What follows belongs to an exercise in optimizing a design on an open flow for small area; a production flow would make more cautious choices.
In this exercise RTL edits were held to simulation tests only and were not proved equivalent to the original.
Power is estimated from default activity; no workload was simulated.

Design mkMAC, start of the top module:
module mkMAC(CLK,
	     RST_N,
	     get_values_multiplicand1,
	     get_values_multiplicand2,
	     get_values_addend,
	     get_values_mode,
	     EN_get_values,
	     RDY_get_values,
	     mac_result,
	     RDY_mac_result);
  input  CLK;
  input  RST_N;
  input  [63 : 0] get_values_multiplicand1;
  input  [63 : 0] get_values_multiplicand2;
  input  [63 : 0] get_values_addend;
  input  [1 : 0] get_values_mode;
  input  EN_get_values;
  output RDY_get_values;
  output [127 : 0] mac_result;
  output RDY_mac_result;
  reg [63:0] m1, m2, a;
  reg [1:0] md;
  reg valid;
  reg [4:0] st;           
  reg [64:0] hi;          
  reg [64:0] lo;          
  wire differ = (get_values_multiplicand1 != m1) ||
                (get_values_multiplicand2 != m2) ||
                (get_values_addend != a) || (get_values_mode != md);
  wire start = EN_get_values && (differ || !valid);
  wire s0 = st[0], s1 = st[1], s2 = st[2], s3 = st[3], s4 = st[4];
  wire [63:0] M = s0 ? get_values_multiplicand1 : m1;
  wire pm0 = get_values_mode == 2'd0, pm1 = get_values_mode == 2'd1,
       pm2 = get_values_mode == 2'd2, pm3 = get_values_mode == 2'd3;
  ...
Size: about 3500 cells after synthesis, about 330 flip-flops, ~330 I/O pins.
Settings: LEC_CHECK=0, CAP_MARGIN=20, CORE_MARGIN=2, CORE_UTILIZATION=40, CTS_BUF_LIST=sky130_fd_sc_hd__clkbuf_4 sky130_fd_sc_hd__clkbuf_8, CTS_CLUSTER_DIAMETER=60, CTS_CLUSTER_SIZE=18, GPL_TIMING_DRIVEN=0, SETUP_SLACK_MARGIN=0.1, SLEW_MARGIN=20, SYNTH_HIERARCHICAL=1, SYNTH_MINIMUM_KEEP_SIZE=0; clock period 9.0 ns.
standard.sh (not shown) runs the stock make flow with config.mk's settings and CLKGATE_MAP_FILE= SYNTH_SCRIPT=/design/flow/synth_recipe.tcl, a recipe that flattens the netlist after the stock synthesis.
==> flow/flow/run.sh <==
#!/bin/bash
# Layout flow: the standard ORFS flow, with the port buffers made from
# sky130_fd_sc_hd__buf_1 and the synthesis buffers removed before placement
# (the resizer rebuffers where needed).
set -euo pipefail
bash standard.sh 'BUFFER_PORTS_ARGS=-buffer_cell sky130_fd_sc_hd__buf_1' REMOVE_ABC_BUFFERS=1 finish > standard_flow.log 2>&1
The first run completed without violations.
Change:
--- a/flow/design.v
+++ b/flow/design.v
@@ -22,47 +22,42 @@
   reg [1:0] md;
   reg valid;
   reg [4:0] st;           
   reg [64:0] hi;          
   reg [64:0] lo;          
   wire differ = (get_values_multiplicand1 != m1) ||
                 (get_values_multiplicand2 != m2) ||
                 (get_values_addend != a) || (get_values_mode != md);
   wire start = EN_get_values && (differ || !valid);
   wire s0 = st[0], s1 = st[1], s2 = st[2], s3 = st[3], s4 = st[4];
-  wire [63:0] M = s0 ? get_values_multiplicand1 : m1;
+  wire [63:0] M = (get_values_multiplicand1 & {64{EN_get_values}}) | (m1 & {64{~EN_get_values}});
+  wire [63:0] AE = (get_values_addend & {64{EN_get_values}}) | (a & {64{~EN_get_values}});
+  wire [1:0] ME = (get_values_mode & {2{EN_get_values}}) | (md & {2{~EN_get_values}});
   wire pm0 = get_values_mode == 2'd0, pm1 = get_values_mode == 2'd1,
        pm2 = get_values_mode == 2'd2, pm3 = get_values_mode == 2'd3;
   wire rm0 = md == 2'd0, rm1 = md == 2'd1, rm2 = md == 2'd2, rm3 = md == 2'd3;
-  reg [127:0] Ap, Ar;
+  reg [127:0] A;
   integer k;
   always @(*) begin
-    Ap = 128'd0;
-    case (get_values_mode)
-      2'd0: for (k = 0; k < 8; k = k + 1) Ap[16*k +: 8] = get_values_addend[8*k +: 8];
-      2'd1: for (k = 0; k < 4; k = k + 1) Ap[32*k +: 16] = get_values_addend[16*k +: 16];
-      2'd2: for (k = 0; k < 2; k = k + 1) Ap[64*k +: 32] = get_values_addend[32*k +: 32];
-      default: Ap[63:0] = get_values_addend;
-    endcase
-    Ar = 128'd0;
-    case (md)
-      2'd0: for (k = 0; k < 8; k = k + 1) Ar[16*k +: 8] = a[8*k +: 8];
-      2'd1: for (k = 0; k < 4; k = k + 1) Ar[32*k +: 16] = a[16*k +: 16];
-      2'd2: for (k = 0; k < 2; k = k + 1) Ar[64*k +: 32] = a[32*k +: 32];
-      default: Ar[63:0] = a;
+    A = 128'd0;
+    case (ME)
+      2'd0: for (k = 0; k < 8; k = k + 1) A[16*k +: 8] = AE[8*k +: 8];
+      2'd1: for (k = 0; k < 4; k = k + 1) A[32*k +: 16] = AE[16*k +: 16];
+      2'd2: for (k = 0; k < 2; k = k + 1) A[64*k +: 32] = AE[32*k +: 32];
+      default: A[63:0] = AE;
     endcase
   end
   wire [12:0] c = ({13{s0}} & get_values_multiplicand2[12:0]) | ({13{s1}} & m2[25:13]) |
                   ({13{s2}} & m2[38:26]) | ({13{s3}} & m2[51:39]) | ({13{s4}} & {1'b0, m2[63:52]});
-  wire [12:0] X = ({13{s0}} & Ap[77:65]) | ({13{s1}} & Ar[90:78]) | ({13{s2}} & Ar[103:91]) |
-                  ({13{s3}} & Ar[116:104]) | ({13{s4}} & {2'b0, Ar[127:117]});
-  wire [64:0] hin = s0 ? Ap[64:0] : hi;
+  wire [12:0] X = ({13{s0}} & A[77:65]) | ({13{s1}} & A[90:78]) | ({13{s2}} & A[103:91]) |
+                  ({13{s3}} & A[116:104]) | ({13{s4}} & {2'b0, A[127:117]});
+  wire [64:0] hin = s0 ? A[64:0] : hi;
   wire [103:0] cm;
   assign cm[0] = c[0] & (s0 | (s1 & (rm1 | rm2 | rm3)) | (s2 & (rm2 | rm3)) | (s3 & (rm3)) | (s4 & (rm3)));
   assign cm[1] = c[0] & ((s0 & (pm1 | pm2 | pm3)) | s1 | (s2 & (rm2 | rm3)) | (s3 & (rm3)) | (s4 & (rm3)));
   assign cm[2] = c[0] & ((s0 & (pm2 | pm3)) | (s1 & (rm2 | rm3)) | (s2 & (rm1 | rm2 | rm3)) | (s3 & (rm3)) | (s4 & (rm3)));
   assign cm[3] = c[0] & ((s0 & (pm2 | pm3)) | (s1 & (rm2 | rm3)) | s2 | (s3 & (rm3)) | (s4 & (rm3)));
   assign cm[4] = c[0] & ((s0 & (pm3)) | (s1 & (rm3)) | (s2 & (rm3)) | s3 | (s4 & (rm2 | rm3)));
   assign cm[5] = c[0] & ((s0 & (pm3)) | (s1 & (rm3)) | (s2 & (rm3)) | (s3 & (rm1 | rm2 | rm3)) | (s4 & (rm2 | rm3)));
   assign cm[6] = c[0] & ((s0 & (pm3)) | (s1 & (rm3)) | (s2 & (rm3)) | (s3 & (rm2 | rm3)) | s4);
   assign cm[7] = c[0] & ((s0 & (pm3)) | (s1 & (rm3)) | (s2 & (rm3)) | (s3 & (rm2 | rm3)) | (s4 & (rm1 | rm2 | rm3)));
   assign cm[8] = c[1] & (s0 | (s1 & (rm1 | rm2 | rm3)) | (s2 & (rm2 | rm3)) | (s3 & (rm3)) | (s4 & (rm3)));
@@ -4017,26 +4012,25 @@
     if (!RST_N) begin
       valid <= 1'b0;
       st <= 5'b00001;
     end else if (start) begin
       valid <= 1'b1;
       st <= 5'b00010;
     end else if (!s0)
       st <= {st[3:0], st[4]};
   end
   always @(posedge CLK) begin
-    if (EN_get_values) begin
-      m1 <= get_values_multiplicand1;
+    m1 <= M;
+    a <= AE;
+    md <= ME;
+    if (EN_get_values)
       m2 <= get_values_multiplicand2;
-      a <= get_values_addend;
-      md <= get_values_mode;
-    end
   end
   always @(posedge CLK) begin
     if (start || !s0) hi <= S[77:13];
     if (start) lo[12:0] <= S[12:0];
     if (s1) lo[25:13] <= S[12:0];
     if (s2) lo[38:26] <= S[12:0];
     if (s3) lo[51:39] <= S[12:0];
     if (s4) lo[64:52] <= S[12:0];
   end
   assign RDY_get_values = 1'b1;
Core utilization rises by 0.72 points.
Count of clock-buffer cells in the layout falls by 3.
Combinational power stays flat.
First-iteration DRC count hardly moves.
Worst setup slack got worse by 0.11 ns.

what the ideal ports hide:
The results above use ideal ports. As a check the final layouts listed here were re-extracted and re-timed, cells and wires unchanged.
Step 1 sets driving cells, clkbuf_16 on the clock port and buf_2 on the other inputs (assumed; they add their load-dependent delay and slew).
Step 2 also shifts input and output timing later by t, the mid clock arrival at the registers, as if the neighbouring blocks saw the same clock.
Slacks: ideal ports / drivers / drivers and shift; pairs: ideal ports / drivers.
run	shift t [ns]	slack for setup (ns)	hold slack, ns	worst setup path after step 2	clock arrival spread, ns
the first run	0.765	0.297 / 0.267 / -0.498	0.611 / 0.611 / 0.611	input to register	0.104 / 0.104
the second run	0.772	0.189 / 0.189 / -0.492	0.520 / 0.520 / 0.520	input to register	0.083 / 0.082
With both steps, setup timing fails in the first run and the second run, where it was met with ideal ports. The setup slack of the first run, which loses most, moves by -0.030 ns with the drivers and by -0.795 ns with both steps.
